This is an optimization exercise on Yosys and OpenROAD, whose aim is small area, not a production implementation. Function was checked by simulation only, so behaviour that the tests miss may differ from the original. Power figures rest on the tool's default switching activity, not on a simulated workload.

==> design.v <==
module i2c_controller(
	input v,
	input [2:0] code,
	output [7:0] display
    );
	assign display[0] = v;
	assign display[1] = (code != 3'd0);
	assign display[2] = code[2] | code[1];
	assign display[3] = code[2] | (code[1] & code[0]);
	assign display[4] = code[2];
	assign display[5] = code[2] & (code[1] | code[0]);
	assign display[6] = code[2] & code[1];
	assign display[7] = (code == 3'd7);
endmodule
module main(
	input reset_bar,
	input clk,
	input start_bar,
	input i2c_sda_in,
	output i2c_sda_out,
	output i2c_scl_out,
	output indicate_ack_received_bar,
	output indicate_nack_received_bar,
	output [7:0] display
    );
	localparam P_TX = 3'd0, P_RX = 3'd1, P_TXA = 3'd2, P_RXACK = 3'd3,
	           P_START = 3'd4, P_WAIT = 3'd5, P_STOP = 3'd6;
	localparam D_DET = 2'd0, D_SET = 2'd1, D_RD = 2'd2;
	reg [2:0] ph;
	reg [6:0] cnt;
	reg [2:0] bitn;
	reg [3:0] k;
	reg [1:0] dev;
	reg [6:0] addr;
	reg [2:0] dcode;
	reg [8:0] hi;
	wire p = hi[3];
	wire [2:0] c = hi[2:0];
	wire st_start = (ph == P_START);
	wire st_tx = (ph == P_TX);
	wire st_rx = (ph == P_RX);
	wire st_txa = (ph == P_TXA);
	wire st_rxack = (ph == P_RXACK);
	wire st_stop = (ph == P_STOP);
	wire st_wait = (ph == P_WAIT);
	wire ge40 = cnt >= 7'd40;
	wire le84 = cnt <= 7'd84;
	wire ge62 = cnt >= 7'd62;
	wire c61 = (cnt == 7'd61);
	wire c124 = (cnt == 7'd124);
	wire c125 = (cnt == 7'd125);
	wire c126 = (cnt == 7'd126);
	wire c127 = (cnt == 7'd127);
	wire c86 = (cnt == 7'd86);
	wire c87 = (cnt == 7'd87);
	wire det = (dev == D_DET);
	wire set = (dev == D_SET);
	wire rd = (dev == D_RD);
	reg txbit;
	always @(*) begin
		if (k[1:0] == 2'd0 || (rd && k[1:0] == 2'd2))
			txbit = (bitn == 3'd0) ? (k[1:0] == 2'd2) : addr[6];
		else if (set) txbit = (k[1:0] == 2'd1) ? 8'h6b >> bitn : 1'b0;
		else txbit = 8'h3b >> bitn;
	end
	reg sda, scl;
	always @(*) begin
		sda = 1'b1;
		if (st_tx) sda = txbit;
		if (st_txa) sda = (k == 4'd0);
		if (st_start) sda = ~ge62;
		if (st_stop) sda = ge62;
		scl = ge40 & le84;
		if (st_start) scl = le84;
		if (st_stop) scl = ge40;
		if (st_wait) scl = 1'b1;
	end
	assign i2c_sda_out = sda;
	assign i2c_scl_out = scl;
	wire post125 = st_stop || (st_rxack && c126);
	wire addr_nz = (addr != 7'd0);
	wire ind_ack = !det || (p && post125);
	wire ind_nack = det ? (post125 ? !p : addr_nz) : (st_rxack && c126 && !p);
	wire dv = !det || st_stop || addr_nz;
	assign indicate_ack_received_bar = ~ind_ack;
	assign indicate_nack_received_bar = ~ind_nack;
	i2c_controller disp_dec(.v(dv), .code(dcode), .display(display));
	wire addr_max = (addr == 7'h7f);
	wire wait_end = st_wait && hi == 9'd312 && k == 4'd8 && bitn == 3'd7 && cnt == 7'd90;
	wire freeze = (st_start && cnt == 7'd37 && start_bar) ||
	              (st_rxack && c126 && !p && !det) ||
	              (st_stop && c87 && det && !p && addr_max);
	wire rx_to_data = st_rxack && c124 && rd && k[1:0] == 2'd2 && p;
	wire rxack_next = st_rxack && c126;
	wire stop_end = st_stop && c87;
	wire load40 = (rxack_next && rd && k[1:0] == 2'd1) || (stop_end && !rd) || wait_end;
	wire load0 = ((st_start || st_tx || st_txa || st_wait) && c124) ||
	             (st_rx && c124 && bitn != 3'd0) || rx_to_data || rxack_next;
	wire bit_step = (st_tx || st_rx || st_wait) && c124;
	wire samp = st_rx && c61;
	always @(posedge clk) begin
		if (!reset_bar) cnt <= 7'd37;
		else if (freeze) cnt <= cnt;
		else if (load40) cnt <= 7'd40;
		else if (load0) cnt <= 7'd0;
		else cnt <= cnt + 7'd1;
		if (!reset_bar) ph <= P_START;
		else if (!freeze) begin
			if (st_start && c124) ph <= P_TX;
			if (st_tx && c124 && bitn == 3'd0) ph <= P_RXACK;
			if (st_rx && c127) ph <= P_TXA;
			if (st_txa && c124) ph <= (k == 4'd0) ? P_STOP : P_RX;
			if (rx_to_data) ph <= P_RX;
			if (rxack_next) ph <= (det || (set && k[1:0] == 2'd2)) ? P_STOP :
			                      (rd && k[1:0] == 2'd1) ? P_START : P_TX;
			if (stop_end) ph <= rd ? P_WAIT : P_START;
			if (wait_end) ph <= P_START;
		end
		if (!reset_bar || wait_end) bitn <= 3'd7;
		else if (bit_step) bitn <= bitn - 3'd1;
		if (!reset_bar || wait_end || stop_end) k <= 4'd0;
		else if ((st_rx && c127) || (rxack_next && !freeze) ||
		         (st_wait && c124 && bitn == 3'd0)) k <= k + 4'd1;
		if (stop_end && !freeze) hi <= 9'd0;
		else if (st_wait && c124 && bitn == 3'd0 && k == 4'd15) hi <= hi + 9'd1;
		else begin
			if (st_rxack && c61) hi[3] <= ~i2c_sda_in;
			else if (samp && k == 4'd6 && bitn == 3'd7) hi[3] <= i2c_sda_in;
			else if (samp && ((k == 4'd6 && !bitn[2]) || k == 4'd7)) hi[3] <= p & ~i2c_sda_in;
			if (samp && k == 4'd6 && bitn[2]) hi[2:0] <= {c[1:0], i2c_sda_in ^ p};
		end
		if (!reset_bar) begin
			dev <= D_DET;
			addr <= 7'd0;
		end else if (st_tx && c124 && bitn != 3'd0 && (k[1:0] == 2'd0 || (rd && k[1:0] == 2'd2))) begin
			addr <= {addr[5:0], addr[6]};
		end else if (stop_end && !freeze) begin
			if (set) dev <= D_RD;
			else if (det && p) dev <= D_SET;
			else if (det) addr <= addr + 7'd1;
		end
		if (!reset_bar) dcode <= 3'd0;
		else if (st_stop && c86 && rd) dcode <= c + {2'b00, p};
	end
endmodule
==> flow/run.sh <==
#!/bin/bash
# The standard ORFS layout, with three changes to how the layout is made:
#  - synthesis maps the logic with an area-oriented ABC script (flow/area.abc)
#    in place of abc_speed.script; everything else in synth_recipe.tcl is kept,
#    so the registers are the standard synthesis's;
#  - ports are buffered with buf_1 cells;
#  - the clock tree is built without dummy loads, from clkbuf_8 cells.
# Each tool's full output goes to the ORFS logs under orfs/logs and to the
# log files written here.
set -euo pipefail
FLOWDIR=$(cd "$(dirname "${BASH_SOURCE[0]}")" && pwd)
{
  echo "proc abc {args} {"
  echo "  set i [lsearch -exact \$args -script]"
  echo "  if {\$i >= 0 && [string match *abc_speed.script [lindex \$args [expr {\$i + 1}]]]} {"
  echo "    lset args [expr {\$i + 1}] $FLOWDIR/area.abc"
  echo "  }"
  echo "  yosys abc {*}\$args"
  echo "}"
  cat synth_recipe.tcl
} > area_synth.tcl
bash standard.sh SYNTH_SCRIPT=$PWD/area_synth.tcl \
  BUFFER_PORTS_ARGS="-buffer_cell sky130_fd_sc_hd__buf_1" \
  CTS_ARGS="-sink_clustering_enable -repair_clock_nets -dont_use_dummy_load -buf_list sky130_fd_sc_hd__clkbuf_8" \
  finish > flow_make.log 2>&1
==> flow/area.abc <==
strash
&get -n
&deepsyn -T 90
&dch -f
&nf -a
&put
topo
dnsize
==> standard.sh <==
#!/bin/bash
# synth_recipe.tcl (not shown) runs the flow's synth.tcl, then flattens the netlist and writes it again
# the make line also repeats each setting of config.mk as NAME=value (left out here)
make -C /OpenROAD-flow-scripts/flow DESIGN_CONFIG=/design/flow/config.mk WORK_HOME=/design/flow/orfs CLKGATE_MAP_FILE= SYNTH_SCRIPT=/design/flow/synth_recipe.tcl "${@:-finish}"
==> config.mk <==
export PLATFORM = sky130hd
export DESIGN_NAME = main
export DESIGN_NICKNAME = main
export VERILOG_FILES = /design/flow/design.v
export SDC_FILE = /design/flow/constraint.sdc
export NUM_CORES = 4
export LEC_CHECK = 0
export CAP_MARGIN = 20
export CORE_MARGIN = 2
export CORE_UTILIZATION = 40
export SLEW_MARGIN = 20
==> constraint.sdc <==
create_clock -name core_clock -period 20.0 [get_ports {clk}]
set_input_delay 4.0000 -clock core_clock [delete_from_list [all_inputs] [get_ports {clk}]]
set_output_delay 4.0000 -clock core_clock [all_outputs]
set_load 0.01 [all_outputs]
==> results.cfg, run 1 <==
[layout]
layout_common_cells = dfxtp_1, nand2_1, nor2_1
area_growth_pct = 8.657
final_common_cell = dfxtp_1
fillers = 625
drive_gt1_share_pct = 2.077
nets = 362
antennaDiodeCount = 0
final_cells = 412

[hold_path]
hold_path_end = hi[8]
hold_path_class = flop to flop
min_path_cells = 1
hp-start = hi[8]

[route]
first_pass_iters = 4
dr_total_vias = 2478
top_layer_used = met4
ant_nets = 0
drt_iter0_drc = 202
wl_met3_um = 371
drc = 0
routedWlPerCell_um = 15.96
dr_wl_met2_um = 2844
routed_wl_um = 6577
via_per_inst = 6.015
wl_met1_um = 3221

[sta]
setup_viol = 0
tightest_slew_ns = 0.8138
slew_headroom_pct = 45.24
period_needed_ns = 6.303
timing.fmax_mhz = 158.6
fin_crit_sh_pct = 31.52
finalSetupTns_ns = 0
rsz0062_at_grt = false
finClkSkew_ns = 0.01797
hold_viol_final = 0
finalMaxSlewViolations = 0

[worst_setup_path]
setup.worst_path.start = cnt[3]
path_max_fanout = 8
critPathKind = flop to primary output
cp_slowest_cell = nor2b_1
r2r_slack_ns = 16.70
cp_num_buf_inv = 1
rr_worst_depth = 7
worst_r2r_endpoint = cnt[1]
critical_path_required_ns = 16.00
cp-end-kind = primary output
cp_top_family = simple AND/OR/NAND/NOR gates
startpoint_type = flop
rr_startpoint = ph[1]
cpPeakStageDelay_ns = 0.48
crit_chain = and4_1 -> nand3_1 -> nor2b_1 -> o21ai_0 -> a21oi_1 -> buf_1
crit_arrival_ns = 2.30

[synthesis]
synth_area_leader_cell = dfxtp_1
ys_types = 49
avgSynthCellArea_sq_um = 7.909
ys.warnings.count = 1
synthCells = 318
synth-edff-count = 0
synth_nets = 341
synth_area_leaders = dfxtp_1, ha_1, nand2_1
ys_seq_area_share_pct = 30.25
ys_ff_latch = 38
synth-main-ff-cell = dfxtp_1
synth_top_area_share_pct = 30.25
async_flop_share_pct = 0
syn_area_sq_um = 2515

[place]
place_congestion = 0.9727
hpwl_um = 5016
port_buffers = 15
dp_cells = 407

[floorplan]
rows = 28
die_x_um = 83.29
ios = 16
design.die.area_sq_um = 6937
die_h_um = 83.29
fp.coreArea_sq_um = 5991
start_util_pct = 41.98

[cts]
cts_buffers = 5
clk_path_buf_depth = 2
cts_resized = 0
clock-sinks = 38
clock_latency_ns = 0.30
hold_buffers = 0
clk_pin_slew_ns = 0.07
root_buffer = clkbuf_8
post_cts_buffers = 0
cts_tree = built
cts_max_level = 2

[global_route]
grt_pass1_wl_um = 11270
antenna_found_initial = 0
grt_overflow = 0
first_global_vias = 2272
grt_usage_pct = 19.74
grt_max_degree = 17

[run]
drv.max_cap_violation_count = 0

[power_and_ir_drop]
ir_worst_vdd_mv = 0.03964
powerDensity_nw_per_um2 = 60.99
p_leak_uw = 0.001009

[run_status]
status = no timing/DRC/antenna violations
metal layers:
metal	track usage [%]	up-vias
li1	-	1245
met1	28.09	1137
met2	29.33	84
met3	4.076	12
met4	7.154	0
met5	0	-
cells by family after synthesis:
logic type               count (synthesis)  share of synthesized area (%)
adder cells (fa/ha/maj)                 19                          9.453
multiplexers                             3                          1.194
flip-flops                              38                          30.25
AND/OR/NAND/NOR                        151                          32.64
AO/OA/AOI/OAI                           81                          21.29
XOR/XNOR                                 5                          1.742
buffers and inverters                   21                          3.433
cell type report:
| cell class | instances | area [sq um] | share of cell area (%) |
|---|---|---|---|
| multi-input combinational | 259 | 1674 | 61.26 |
| tap | 75 | 93.84 | 3.434 |
| timing repair buffer | 16 | 63.81 | 2.335 |
| clock buffer | 5 | 68.82 | 2.518 |
| sequential | 38 | 760.7 | 27.84 |
| inverter | 19 | 71.32 | 2.610 |
cell usage after synthesis (all sizes together), types with 8 or more instances:
library cell	number
dfxtp	38
clkinv	19
nand4	10
a21oi	21
nor4	10
nand3	13
ha	19
and2	8
nor3	12
nor2	22
nand2	34
o21ai	18
metrics by stage:
step / hold WS [ns] / instance area (sq um) / setup WS [ns] / power, uW / util, %
2_1_floorplan: 0.4539 / 2515 / 14.32 / 110.4 / -
4_1_cts: 0.4864 / 2726 / 13.73 / 167.3 / 45.51
3_3_place_gp: 0.4743 / 2658 / 14.12 / 119.8 / 44.36
5_1_grt: 0.5190 / 2733 / 13.47 / 175.8 / 45.61
3_5_place_dp: 0.4764 / 2658 / 14.05 / 119.6 / 44.36
6_report: 0.4807 / 2733 / 13.70 / 166.7 / 45.61
report_power, final:
part	internal [uW]	switching (uW)	total [uW]
clock	22.5	25.2	47.7
sequential	79.4	6.85	86.3
combinational	12.3	20.4	32.7
total	114	52.5	167
worst max path at each step:
stage,end,slack [ns],cells past startpoint
2_1_floorplan,indicate_nack_received_bar,14.32,5
3_5_place_dp,indicate_nack_received_bar,14.05,6
3_3_place_gp,indicate_nack_received_bar,14.12,6
6_report,indicate_nack_received_bar,13.70,6
4_1_cts,indicate_nack_received_bar,13.73,6
5_1_grt,indicate_nack_received_bar,13.47,6
worst register-to-register path: stages (launching register included):
cell and delay [ns]:
dfxtp_1 0.61, nand3b_1 0.31, nor4b_1 0.56, and2_0 0.33
a21oi_1 0.15, nor4_1 0.65, o21ai_0 0.33, a211oi_1 0.27
state kept, by name (all words and copies together), names as in the netlist:
name   cells
addr       7
bitn       3
cnt        7
dcode      3
dev        2
hi         9
k          4
ph         3
==> run 2, diff against run 1 <==
--- a/flow/run.sh
+++ b/flow/run.sh
@@ -22,4 +22,4 @@
 bash standard.sh SYNTH_SCRIPT=$PWD/area_synth.tcl \
   BUFFER_PORTS_ARGS="-buffer_cell sky130_fd_sc_hd__buf_1" \
-  CTS_ARGS="-sink_clustering_enable -repair_clock_nets -dont_use_dummy_load -buf_list sky130_fd_sc_hd__clkbuf_8" \
+  CTS_ARGS="-sink_clustering_enable -repair_clock_nets -dont_use_dummy_load -buf_list sky130_fd_sc_hd__clkbuf_4" \
   finish > flow_make.log 2>&1
--- a/config.mk
+++ b/config.mk
@@ -8,4 +8,4 @@
 export CAP_MARGIN = 20
 export CORE_MARGIN = 2
-export CORE_UTILIZATION = 40
+export CORE_UTILIZATION = 85
 export SLEW_MARGIN = 20
==> run 2 against run 1 <==
The run now fails in global placement without I/O (3_1_place_gp_skip_io). Synthesized area did not move. Synthesized cell count unchanged.
==> results.cfg, run 2 <==
[floorplan]
die_x_um = 58.40
die_h_um = 58.40
start_util_pct = 90.42
rows = 19

[synthesis]
ys.warnings.count = 1
ys_ff_latch = 38
yosysMostFrequentCell = dfxtp_1
async_flop_share_pct = 0
synth-edff-count = 0
synth_commonest_cells = dfxtp_1, nand2_1, nor2_1, a21oi_1
syn_area_sq_um = 2515
avgSynthCellArea_sq_um = 7.909
synth-main-ff-cell = dfxtp_1
synth_area_leader_cell = dfxtp_1
ys_types = 49
synth_area_leaders = dfxtp_1, ha_1, nand2_1
ys_seq_area_share_pct = 30.25
synth_top_area_share_pct = 30.25
synth_nets = 341
synthCells = 318

[run_status]
status = did not finish
lastStage = global placement without I/O (3_1_place_gp_skip_io)
stop_error = [ERROR GPL-0301] Utilization 104.063 % exceeds 100%.
[run 2: cell counts after synthesis]
Identical to the previous run, type by type.
[run 2: cell families after synthesis]
kind of cell	after synthesis	share of synthesized area (%)
flops	38	30.25
fa+ha+maj	19	9.453
compound gates	81	21.29
mux	3	1.194
xor+xnor	5	1.742
simple gates	151	32.64
buf+inv	21	3.433
==> run 3, diff against run 2 <==
--- a/design.v
+++ b/design.v
@@ -26,10 +26,8 @@
 	localparam P_TX = 3'd0, P_RX = 3'd1, P_TXA = 3'd2, P_RXACK = 3'd3,
 	           P_START = 3'd4, P_WAIT = 3'd5, P_STOP = 3'd6;
-	localparam D_DET = 2'd0, D_SET = 2'd1, D_RD = 2'd2;
 	reg [2:0] ph;
 	reg [6:0] cnt;
 	reg [2:0] bitn;
 	reg [3:0] k;
-	reg [1:0] dev;
 	reg [6:0] addr;
 	reg [2:0] dcode;
@@ -54,13 +52,13 @@
 	wire c86 = (cnt == 7'd86);
 	wire c87 = (cnt == 7'd87);
-	wire det = (dev == D_DET);
-	wire set = (dev == D_SET);
-	wire rd = (dev == D_RD);
+	wire k15 = (k == 4'd15);
+	wire det = k15 && !(st_rx || st_txa || st_wait);
+	wire useaddr = k15 || k == 4'd12 || k == 4'd0 || k == 4'd2;
 	reg txbit;
 	always @(*) begin
-		if (k[1:0] == 2'd0 || (rd && k[1:0] == 2'd2))
-			txbit = (bitn == 3'd0) ? (k[1:0] == 2'd2) : addr[6];
-		else if (set) txbit = (k[1:0] == 2'd1) ? 8'h6b >> bitn : 1'b0;
-		else txbit = 8'h3b >> bitn;
+		if (useaddr) txbit = (bitn == 3'd0) ? (k == 4'd2) : addr[6];
+		else if (k == 4'd13) txbit = 8'h6b >> bitn;
+		else if (k == 4'd1) txbit = 8'h3b >> bitn;
+		else txbit = 1'b0;
 	end
 	reg sda, scl;
@@ -89,10 +87,11 @@
 	wire wait_end = st_wait && hi == 9'd312 && k == 4'd8 && bitn == 3'd7 && cnt == 7'd90;
 	wire freeze = (st_start && cnt == 7'd37 && start_bar) ||
-	              (st_rxack && c126 && !p && !det) ||
-	              (st_stop && c87 && det && !p && addr_max);
-	wire rx_to_data = st_rxack && c124 && rd && k[1:0] == 2'd2 && p;
+	              (st_rxack && c126 && !p && !k15) ||
+	              (st_stop && c87 && k15 && !p && addr_max);
+	wire rx_to_data = st_rxack && c124 && k == 4'd2 && p;
+	wire rxack_stop = k15 || k == 4'd14;
 	wire rxack_next = st_rxack && c126;
 	wire stop_end = st_stop && c87;
-	wire load40 = (rxack_next && rd && k[1:0] == 2'd1) || (stop_end && !rd) || wait_end;
+	wire load40 = (rxack_next && k == 4'd1) || (stop_end && k != 4'd0) || wait_end;
 	wire load0 = ((st_start || st_tx || st_txa || st_wait) && c124) ||
 	             (st_rx && c124 && bitn != 3'd0) || rx_to_data || rxack_next;
@@ -112,13 +111,14 @@
 			if (st_txa && c124) ph <= (k == 4'd0) ? P_STOP : P_RX;
 			if (rx_to_data) ph <= P_RX;
-			if (rxack_next) ph <= (det || (set && k[1:0] == 2'd2)) ? P_STOP :
-			                      (rd && k[1:0] == 2'd1) ? P_START : P_TX;
-			if (stop_end) ph <= rd ? P_WAIT : P_START;
+			if (rxack_next) ph <= rxack_stop ? P_STOP : (k == 4'd1) ? P_START : P_TX;
+			if (stop_end) ph <= (k == 4'd0) ? P_WAIT : P_START;
 			if (wait_end) ph <= P_START;
 		end
 		if (!reset_bar || wait_end) bitn <= 3'd7;
 		else if (bit_step) bitn <= bitn - 3'd1;
-		if (!reset_bar || wait_end || stop_end) k <= 4'd0;
-		else if ((st_rx && c127) || (rxack_next && !freeze) ||
+		if (!reset_bar) k <= 4'd15;
+		else if (wait_end || (stop_end && k == 4'd14)) k <= 4'd0;
+		else if (stop_end && !freeze && k15 && p) k <= 4'd12;
+		else if ((st_rx && c127) || (rxack_next && !freeze && !rxack_stop) ||
 		         (st_wait && c124 && bitn == 3'd0)) k <= k + 4'd1;
 		if (stop_end && !freeze) hi <= 9'd0;
@@ -131,15 +131,12 @@
 		end
 		if (!reset_bar) begin
-			dev <= D_DET;
 			addr <= 7'd0;
-		end else if (st_tx && c124 && bitn != 3'd0 && (k[1:0] == 2'd0 || (rd && k[1:0] == 2'd2))) begin
+		end else if (st_tx && c124 && bitn != 3'd0 && useaddr) begin
 			addr <= {addr[5:0], addr[6]};
-		end else if (stop_end && !freeze) begin
-			if (set) dev <= D_RD;
-			else if (det && p) dev <= D_SET;
-			else if (det) addr <= addr + 7'd1;
+		end else if (stop_end && !freeze && k15 && !p) begin
+			addr <= addr + 7'd1;
 		end
 		if (!reset_bar) dcode <= 3'd0;
-		else if (st_stop && c86 && rd) dcode <= c + {2'b00, p};
+		else if (st_stop && c86 && k == 4'd0) dcode <= c + {2'b00, p};
 	end
 endmodule
--- a/flow/run.sh
+++ b/flow/run.sh
@@ -2,6 +2,8 @@
 # The standard ORFS layout, with three changes to how the layout is made:
 #  - synthesis maps the logic with an area-oriented ABC script (flow/area.abc)
-#    in place of abc_speed.script; everything else in synth_recipe.tcl is kept,
-#    so the registers are the standard synthesis's;
+#    in place of abc_speed.script, and leaves adders to ABC instead of
+#    mapping them to half/full-adder cells first (ADDER_MAP_FILE empty);
+#    everything else in synth_recipe.tcl is kept, so the registers are the
+#    standard synthesis's;
 #  - ports are buffered with buf_1 cells;
 #  - the clock tree is built without dummy loads, from clkbuf_8 cells.
@@ -20,6 +22,6 @@
   cat synth_recipe.tcl
 } > area_synth.tcl
-bash standard.sh SYNTH_SCRIPT=$PWD/area_synth.tcl \
+bash standard.sh SYNTH_SCRIPT=$PWD/area_synth.tcl ADDER_MAP_FILE= \
   BUFFER_PORTS_ARGS="-buffer_cell sky130_fd_sc_hd__buf_1" \
-  CTS_ARGS="-sink_clustering_enable -repair_clock_nets -dont_use_dummy_load -buf_list sky130_fd_sc_hd__clkbuf_4" \
+  CTS_ARGS="-sink_clustering_enable -repair_clock_nets -dont_use_dummy_load -buf_list sky130_fd_sc_hd__clkbuf_8" \
   finish > flow_make.log 2>&1
--- a/config.mk
+++ b/config.mk
@@ -8,4 +8,4 @@
 export CAP_MARGIN = 20
 export CORE_MARGIN = 2
-export CORE_UTILIZATION = 85
+export CORE_UTILIZATION = 40
 export SLEW_MARGIN = 20
==> run 3 against run 2 <==
The run now finishes clean. Synthesized cell count down 8.8%. Synthesized area down 12%.
==> results.cfg, run 3 <==
[run_status]
status = no timing/DRC/antenna violations

[synthesis]
synth-main-ff-cell = dfxtp_1
ys_seq_area_share_pct = 32.75
synth_top_area_share_pct = 32.75
ys.warnings.count = 1
synth-edff-count = 0
synthCells = 290
synth_nets = 294
async_flop_share_pct = 0
avgSynthCellArea_sq_um = 7.589
synth_area_leader_cell = dfxtp_1
synth_area_leaders = dfxtp_1, nand2_1, nor2_1
ys_ff_latch = 36
yosysMostFrequentCell = dfxtp_1
syn_area_sq_um = 2201
synth_commonest_cells = dfxtp_1, nand2_1, nor2_1, a21oi_1, nand3_1
ys_types = 49

[hold_path]
hp-start = dcode[0]
hold_path_end = dcode[0]
hold_path_class = flop to flop
min_path_cells = 2

[sta]
timing.fmax_mhz = 163.0
fin_crit_sh_pct = 30.68
setup_slack_ns = 13.86
finClkSkew_ns = 0.01181
rsz0062_at_grt = false
finalMaxSlewViolations = 0
hold_viol_final = 0
slew_headroom_pct = 43.12
setup_viol = 0
period_needed_ns = 6.137
finalSetupTns_ns = 0
tightest_slew_ns = 0.8454

[floorplan]
die_x_um = 78.18
die_h_um = 78.18
fp.coreArea_sq_um = 5405
rows = 27
start_util_pct = 40.72
ios = 16
design.die.area_sq_um = 6111

[worst_setup_path]
cp_slowest_cell = nor3_1
cpPeakStageDelay_ns = 0.59
critical_path_required_ns = 16.00
cp-end-kind = primary output
path_max_fanout = 7
crit_chain = nor3_1 -> or3b_1 -> nand3_1 -> a21oi_1 -> o21bai_1 -> buf_1
rr_startpoint = ph[1]
cp_num_buf_inv = 1
cp_top_family = simple AND/OR/NAND/NOR gates
startpoint_type = flop
critPathKind = flop to primary output
r2r_slack_ns = 17.00
worst_r2r_endpoint = addr[5]
rr_worst_depth = 8
crit_arrival_ns = 2.14

[layout]
regMostFlops = hi
nets = 315
layout_common_cells = dfxtp_1, nor2_1, nand2_1
fin_util_pct = 44.56
drive_gt1_share_pct = 1.942
multi_input_area_sq_um = 1428
final_common_cell = dfxtp_1
antennaDiodeCount = 0
top_regs = hi: 9 flops, addr: 7 flops, cnt: 7 flops
area_growth_pct = 9.437
largest_reg_flops = 9
fillers = 587
seqCellArea_sq_um = 720.7

[route]
via_per_inst = 5.942
drt_iter0_drc = 179
dr_total_vias = 2264
drc = 0
ant_nets = 0
routed_wl_um = 5837
routedWlPerCell_um = 15.32
first_pass_iters = 5

[cts]
hold_buffers = 0
clk_path_buf_depth = 2
cts_resized = 0
clock_latency_ns = 0.29
cts_buffers = 5
clk_pin_slew_ns = 0.08
root_buffer = clkbuf_8
cts_max_level = 2
post_cts_buffers = 0
cts_tree = built
clock-sinks = 36

[place]
place_congestion = 0.9306
hpwl_um = 4278
dpl_worst_slack_ns = 14.20
port_buffers = 15

[run]
drv.max_cap_violation_count = 0

[global_route]
grt_max_degree = 18
first_global_vias = 2049
grt_pass1_wl_um = 9970
antenna_found_initial = 0
grt_overflow = 0
grt_usage_pct = 20.22

[power_and_ir_drop]
p_leak_uw = 0.0008474
finalPower_uw = 153.5
ir_worst_vdd_mv = 0.04434
powerDensity_nw_per_um2 = 63.74
==> run 3: area by class of cell <==
class / instances / share of cell area (%)
Timing Repair Buffer: 16 / 2.649
Clock buffer: 5 / 2.857
Sequential cell: 36 / 29.92
Tap cell: 72 / 3.740
Inverter: 10 / 1.558
Multi-Input combinational cell: 242 / 59.27
==> run 3: worst max path at each step <==
stage | from | end | slack [ns] | cells after the start
2_1_floorplan | k[3] | i2c_sda_out | 14.53 | 5
3_3_place_gp | bitn[0] | i2c_sda_out | 14.22 | 6
3_5_place_dp | bitn[0] | i2c_sda_out | 14.20 | 6
4_1_cts | bitn[2] | i2c_sda_out | 13.88 | 6
5_1_grt | ph[0] | indicate_nack_received_bar | 13.67 | 6
6_report | bitn[2] | i2c_sda_out | 13.86 | 6
==> run 3: logic make-up (layout without fill, tap and decap cells) <==
family          count (synthesis)  count (layout)  share of synthesized area, %
compound gates                 73              73                         20.98
buf+inv                        12              31                         2.388
xor+xnor                       11              11                         4.377
flops                          36              36                         32.75
simple gates                  156             156                         38.55
mux                             2               2                        0.9664
==> run 3: tightest hold or removal path: stages (launching register included) <==
cell      delay, ns
dfxtp_1        0.30
clkinv_1       0.08
o22ai_1        0.09
==> run 3: layer usage <==
metal  GRT usage (%)  vias to the layer above  wire [um]
li1                -                     1128          -
met1           27.83                     1055       2785
met2           31.03                       73       2614
met3           4.253                        8        330
met4           7.719                        0        106
met5               0                        -          0
==> run 3: metrics by stage <==
step | cell area (sq um) | hold WS (ns) | cells
after floorplan | 2201 | 0.4723 | 290
after global placement | 2340 | 0.4887 | 376
after detailed placement | 2340 | 0.5068 | 376
after CTS | 2409 | 0.5201 | 381
after global routing | 2409 | 0.5482 | 381
final | 2409 | 0.5159 | 381
==> run 3: power breakdown <==
group          switching, uW  internal, uW
clock                   24.8          22.5
combinational           13.6          10.1
sequential              8.01          74.5
total                   46.4           107
==> run 4, diff against run 3 <==
==> flow/area.abc (replaced) <==
strash
&get -n
&deepsyn -T 60
&dch -f
&nf -p -R 1000 -F 8
&put
topo
dnsize
==> run 4 against run 3 <==
Flip-flop and latch count unchanged. Sequential power down 2.7%. Combinational power fell by 7%. Cell count shrank 1.0%. Critical path type unchanged.
==> results.cfg, run 4 <==
[route]
first_pass_iters = 6
ant_nets = 0
routed_wl_um = 5495
routedWlPerCell_um = 14.58
drc = 0
dr_total_vias = 2173
drt_iter0_drc = 141
via_per_inst = 5.764

[worst_setup_path]
rr_worst_depth = 13
cp_common_cell = a21oi_1
critical_path_required_ns = 16.00
worst_r2r_endpoint = hi[8]
startpoint_type = flop
cp_slowest_cell = nor3b_1
path_max_fanout = 7
crit_chain = nand2_1 -> nor3b_1 -> nand4_1 -> a21oi_1 -> nor2_1 -> a21oi_1 -> buf_1
cpPeakStageDelay_ns = 0.60
rr_startpoint = cnt[3]
critPathKind = flop to primary output
r2r_slack_ns = 16.15
crit_arrival_ns = 2.51
cp-end-kind = primary output

[layout]
area_growth_pct = 9.416
nets = 313
top_regs = hi: 9 flops, addr: 7 flops, cnt: 7 flops
fillers = 547
fin_util_pct = 45.27
regMostFlops = hi
largest_reg_flops = 9
stdcell_area_sq_um = 2297
drive_gt1_share_pct = 1.629
final_cells = 377
layout_common_cells = nor2_1, nand2_1, dfxtp_1
antennaDiodeCount = 0

[synthesis]
synth_commonest_cells = nand2_1, nor2_1, dfxtp_1, a21oi_1, o21ai_0
avgSynthCellArea_sq_um = 7.265
synthCells = 289
synth-edff-count = 0
ys_seq_area_share_pct = 34.33
synth_nets = 293
synth_area_leader_cell = dfxtp_1
ys_types = 39
synth-main-ff-cell = dfxtp_1
synth_top_area_share_pct = 34.33
syn_area_sq_um = 2100
ys_ff_latch = 36
synth_area_leaders = dfxtp_1, nand2_1, nor2_1
async_flop_share_pct = 0
ys.warnings.count = 1

[hold_path]
hold_path_end = hi[5]
hold_path_class = flop to flop
min_path_cells = 2
hp-start = hi[5]

[floorplan]
ios = 16
design.die.area_sq_um = 5845
start_util_pct = 41.37
fp.coreArea_sq_um = 5075
rows = 26
die_x_um = 76.45
die_h_um = 76.45

[sta]
setup_viol = 0
finalMaxSlewViolations = 0
setup_slack_ns = 13.49
finClkSkew_ns = 0.02204
slew_headroom_pct = 44.82
fin_crit_sh_pct = 32.54
tightest_slew_ns = 0.8277
finalSetupTns_ns = 0
rsz0062_at_grt = false
timing.fmax_mhz = 153.7
hold_viol_final = 0
period_needed_ns = 6.508

[place]
dpl_worst_slack_ns = 13.90
dp_cells = 372
port_buffers = 15
hpwl_um = 4102
place_congestion = 0.9424
dpl_cell_area_sq_um = 2228

[power_and_ir_drop]
powerDensity_nw_per_um2 = 64.64
ir_worst_vdd_mv = 0.02262
p_leak_uw = 0.0008168

[cts]
cts_max_level = 2
cts_resized = 0
cts_buffers = 5
post_cts_buffers = 0
hold_buffers = 0
root_buffer = clkbuf_8
clock_latency_ns = 0.29
clk_path_buf_depth = 2
clk_pin_slew_ns = 0.08
cts_tree = built
clock-sinks = 36

[global_route]
grt_overflow = 0
grt_usage_pct = 19.30
grt_max_degree = 18
first_global_vias = 1913
grt_pass1_wl_um = 9135
antenna_found_initial = 0

[run_status]
status = no timing/DRC/antenna violations

[run]
drv.max_cap_violation_count = 0
run 4: worst max-delay path: cells and delay by family (launching register included):
family	cells	cell delay [ns]
compound gates	2	0.38
buf+inv	1	0.16
flops	1	0.46
simple gates	4	1.22
run 4: cell type report:
type	instances	area, sq um	share of cell area (%)
Inverter	9	33.78	1.471
Clock buffer	5	68.82	2.996
Timing Repair Buffer	15	56.30	2.451
Multi-Input combinational cell	242	1330	57.90
Sequential cell	36	720.7	31.37
Tap cell	70	87.58	3.813
run 4: layer usage:
| metal | global-route usage [%] | vias up | part of all wire (%) |
|---|---|---|---|
| li1 | - | 1098 | - |
| met1 | 25.92 | 977 | 48 |
| met2 | 30.44 | 84 | 44 |
| met3 | 3.673 | 14 | 5.7 |
| met4 | 7.818 | 0 | 2.8 |
| met5 | 0 | - | 0 |
run 4: logic make-up after synthesis:
kind of cell | share of synthesized area, %
and+or+nand+nor | 36.06
DFF | 34.33
muxes | 0.4768
AOI/OAI and AO/OA | 22.65
buffers and inverters | 2.324
xor gates and xnor gates | 4.172
run 4: worst max path at each step:
stage,from,cells past startpoint,slack [ns],to
2_1_floorplan,cnt[3],6,14.25,indicate_nack_received_bar
3_3_place_gp,cnt[3],7,14.00,indicate_nack_received_bar
3_5_place_dp,cnt[3],7,13.90,indicate_nack_received_bar
4_1_cts,cnt[3],7,13.56,indicate_nack_received_bar
5_1_grt,cnt[3],7,13.34,indicate_nack_received_bar
6_report,cnt[3],7,13.49,indicate_nack_received_bar
run 4: report_power, final:
group | switching (uW) | total (uW) | internal, uW
registers | 5.84 | 80.4 | 74.6
clock network | 23.6 | 46.1 | 22.4
logic | 13.4 | 22.0 | 8.63
total | 42.9 | 148 | 106
run 4: per-stage QoR:
stage               hold slack, ns  power [uW]
finish                      0.5126       148.5
global placement            0.4960       103.8
detailed placement          0.5027       103.1
CTS                         0.5174       149.7
global route                0.5450       156.6
floorplan                   0.4722       96.61
==> run 5, diff against run 4 <==
--- a/design.v
+++ b/design.v
@@ -25,5 +25,5 @@
     );
 	localparam P_TX = 3'd0, P_RX = 3'd1, P_TXA = 3'd2, P_RXACK = 3'd3,
-	           P_START = 3'd4, P_WAIT = 3'd5, P_STOP = 3'd6;
+	           P_START = 3'd4, P_STOP = 3'd5, P_WAIT = 3'd6;
 	reg [2:0] ph;
 	reg [6:0] cnt;
@@ -32,5 +32,5 @@
 	reg [6:0] addr;
 	reg [2:0] dcode;
-	reg [8:0] hi;
+	reg [7:0] hi;
 	wire p = hi[3];
 	wire [2:0] c = hi[2:0];
@@ -41,5 +41,5 @@
 	wire st_rxack = (ph == P_RXACK);
 	wire st_stop = (ph == P_STOP);
-	wire st_wait = (ph == P_WAIT);
+	wire st_wait = ph[2] & ph[1];	 
 	wire ge40 = cnt >= 7'd40;
 	wire le84 = cnt <= 7'd84;
@@ -85,5 +85,5 @@
 	i2c_controller disp_dec(.v(dv), .code(dcode), .display(display));
 	wire addr_max = (addr == 7'h7f);
-	wire wait_end = st_wait && hi == 9'd312 && k == 4'd8 && bitn == 3'd7 && cnt == 7'd90;
+	wire wait_end = st_wait && hi == 8'd156 && !ph[0] && k == 4'd8 && bitn == 3'd7 && cnt == 7'd90;
 	wire freeze = (st_start && cnt == 7'd37 && start_bar) ||
 	              (st_rxack && c126 && !p && !k15) ||
@@ -113,4 +113,5 @@
 			if (rxack_next) ph <= rxack_stop ? P_STOP : (k == 4'd1) ? P_START : P_TX;
 			if (stop_end) ph <= (k == 4'd0) ? P_WAIT : P_START;
+			if (st_wait && c124 && bitn == 3'd0 && k == 4'd15) ph[0] <= ~ph[0];
 			if (wait_end) ph <= P_START;
 		end
@@ -122,6 +123,6 @@
 		else if ((st_rx && c127) || (rxack_next && !freeze && !rxack_stop) ||
 		         (st_wait && c124 && bitn == 3'd0)) k <= k + 4'd1;
-		if (stop_end && !freeze) hi <= 9'd0;
-		else if (st_wait && c124 && bitn == 3'd0 && k == 4'd15) hi <= hi + 9'd1;
+		if (stop_end && !freeze) hi <= 8'd0;
+		else if (st_wait && c124 && bitn == 3'd0 && k == 4'd15 && ph[0]) hi <= hi + 8'd1;
 		else begin
 			if (st_rxack && c61) hi[3] <= ~i2c_sda_in;
==> run 5 against run 4 <==
First-iteration DRC count increased by 68%. Synthesized area decreased by 3.0%. Synthesized cell count decreased by 5.2%. Critical endpoint unchanged. Highest routed layer unchanged. Cell count decreased by 4.8%. Register-to-register slack got worse by 1.0 ns. Worst setup slack improved by 0.12 ns. Flip-flop and latch count decreased by 1.
==> results.cfg, run 5 <==
[power_and_ir_drop]
finalPower_uw = 140.1
ir_worst_vdd_mv = 0.04063
p_leak_uw = 0.0007802
powerDensity_nw_per_um2 = 62.85

[sta]
timing.fmax_mhz = 156.6
tightest_slew_ns = 0.7485
fin_crit_sh_pct = 31.92
setup_viol = 0
rsz0062_at_grt = false
period_needed_ns = 6.384
setup_slack_ns = 13.62
finalMaxSlewViolations = 0
finalSetupTns_ns = 0
finClkSkew_ns = 0.01281
slew_headroom_pct = 50.10
hold_viol_final = 0

[global_route]
gr-max-usage-layer = met2
grt_pass1_wl_um = 9087
grt_overflow = 0
first_global_vias = 1843
grt_max_degree = 16
met2_usage_pct = 31.11
antenna_found_initial = 0
use_met1_pct = 30.88
grt_use_met3_pct = 4.101
grt_usage_pct = 21.30

[route]
first_pass_iters = 5
drc = 0
via_per_inst = 5.780
ant_nets = 0
drt_iter0_drc = 237
routed_wl_um = 5373
dr_total_vias = 2075
routedWlPerCell_um = 14.97

[layout]
fillers = 525
area_growth_pct = 9.527
layout_common_cells = nand2_1, dfxtp_1, nor2_1
largest_reg_flops = 8
antennaDiodeCount = 0
top_regs = hi: 8 flops, addr: 7 flops, cnt: 7 flops
nets = 298
regMostFlops = hi
drive_gt1_share_pct = 1.712

[worst_setup_path]
startpoint_type = flop
cp-end-kind = primary output
worst_r2r_endpoint = hi[7]
critical_path_required_ns = 16.00
r2r_slack_ns = 15.14
critical_path.endpoint = indicate_nack_received_bar
rr_worst_depth = 20
critPathKind = flop to primary output
path_max_fanout = 7
setup.worst_path.start = cnt[3]
rr_startpoint = cnt[6]
crit_arrival_ns = 2.38

[synthesis]
synth_top_area_share_pct = 34.42
synthCells = 274
async_flop_share_pct = 0
synth_area_leader_cell = dfxtp_1
synth_commonest_cells = dfxtp_1, nand2_1, nor2_1, a21oi_1, o21ai_0
ys.warnings.count = 1
ys_ff_latch = 35
synth-edff-count = 0
ys_types = 38
synth-main-ff-cell = dfxtp_1
synth_area_leaders = dfxtp_1, nand2_1, a21oi_1
syn_area_sq_um = 2036
synth_nets = 278
ys_seq_area_share_pct = 34.42
avgSynthCellArea_sq_um = 7.430

[cts]
clk_pin_slew_ns = 0.06
cts_max_level = 2
cts_tree = built
clk_path_buf_depth = 2
clock_latency_ns = 0.29
cts_buffers = 5
post_cts_buffers = 0
root_buffer = clkbuf_8
clock-sinks = 35
hold_buffers = 0
cts_resized = 0

[floorplan]
die_h_um = 75.34
fp.coreArea_sq_um = 4817
rows = 25
die_x_um = 75.34
ios = 16
design.die.area_sq_um = 5676
start_util_pct = 42.26

[place]
dpl_worst_slack_ns = 13.98
port_buffers = 15
hpwl_um = 3917
place_congestion = 0.9517

[hold_path]
hp-start = addr[3]
hold_path_class = flop to flop

[run]
drv.max_cap_violation_count = 0

[run_status]
status = no timing/DRC/antenna violations
==> run 5: how the worst min path moves through the flow <==
| stage | end | cells after the start | slack [ns] |
|---|---|---|---|
| 6_report | addr[3] | 1 | 0.50 |
| 5_1_grt | dcode[0] | 2 | 0.52 |
| 4_1_cts | addr[3] | 1 | 0.50 |
| 3_5_place_dp | addr[3] | 1 | 0.48 |
| 3_3_place_gp | addr[3] | 1 | 0.48 |
| 2_1_floorplan | addr[1] | 1 | 0.46 |
==> run 5: cells by family after synthesis <==
group,count (synthesis),synth area share [%]
and+or+nand+nor,145,36.20
AOI/OAI and AO/OA,75,22.74
DFF,35,34.42
xor gates and xnor gates,10,4.302
buffers and inverters,8,1.844
muxes,1,0.4917
==> run 5: where the power goes <==
part / total [uW] / internal (uW) / switching [uW]
clock network: 46.1 / 22.4 / 23.6
logic: 14.9 / 7.11 / 7.82
registers: 79.1 / 72.6 / 6.55
==> run 5: per-stage QoR <==
step           std cells  util [%]  hold slack, ns  instance area (sq um)
2_1_floorplan        274         -          0.4575                   2036
3_3_place_gp         354     44.86          0.4835                   2161
3_5_place_dp         354     44.86          0.4833                   2161
4_1_cts              359     46.29          0.4975                   2230
5_1_grt              359     46.29          0.5233                   2230
6_report             359     46.29          0.5008                   2230
==> run 5: routing by layer <==
metal / part of all wire (%) / wire, um
met4: 1.9 / 103
met2: 43 / 2321
met1: 50 / 2675
met3: 5.1 / 272
met5: 0 / 0
==> run 5: layout make-up <==
| type | instances | area (sq um) | share of cell area, % |
|---|---|---|---|
| well taps | 67 | 83.83 | 3.760 |
| repair buffers | 15 | 56.30 | 2.525 |
| multi-input cells | 231 | 1297 | 58.19 |
| flip-flops and latches | 35 | 700.7 | 31.43 |
| clock buffers | 5 | 68.82 | 3.086 |
| inverters | 6 | 22.52 | 1.010 |
==> run 5: worst max-delay path, cell delays in order (launching register included) <==
cell and delay, ns:
dfxtp_1 0.46, nand2_1 0.14, nor2_1 0.28, nand2_1 0.14, nor3_1 0.37, nand2_1 0.11
a22o_1 0.28, a21oi_1 0.14, buf_1 0.18

==> re-timing with driven ports <==
The results above use ideal ports. As a check the final layouts listed here were re-extracted and re-timed, cells and wires unchanged.
Step 1, drivers: a clkbuf_16 drives clk and a buf_2 each remaining input, both assumed.
Step 2 also shifts input and output timing later by t, the mid clock arrival at the registers, as if the neighbouring blocks saw the same clock.
Three values: ideal ports, drivers, drivers and shift; two values: the first two.
run	shift t [ns]	setup slack, ns	worst hold slack (ns)	clock arrival spread, ns
run 1	0.317	13.697 / 13.666 / 13.983	0.481 / 0.481 / 0.481	0.018 / 0.018
run 3	0.309	13.863 / 13.833 / 14.142	0.516 / 0.516 / 0.516	0.012 / 0.011
run 4	0.314	13.492 / 13.461 / 13.775	0.513 / 0.513 / 0.513	0.022 / 0.022
run 5	0.308	13.616 / 13.589 / 13.897	0.501 / 0.501 / 0.501	0.013 / 0.013
After both steps every run listed still meets setup and hold.
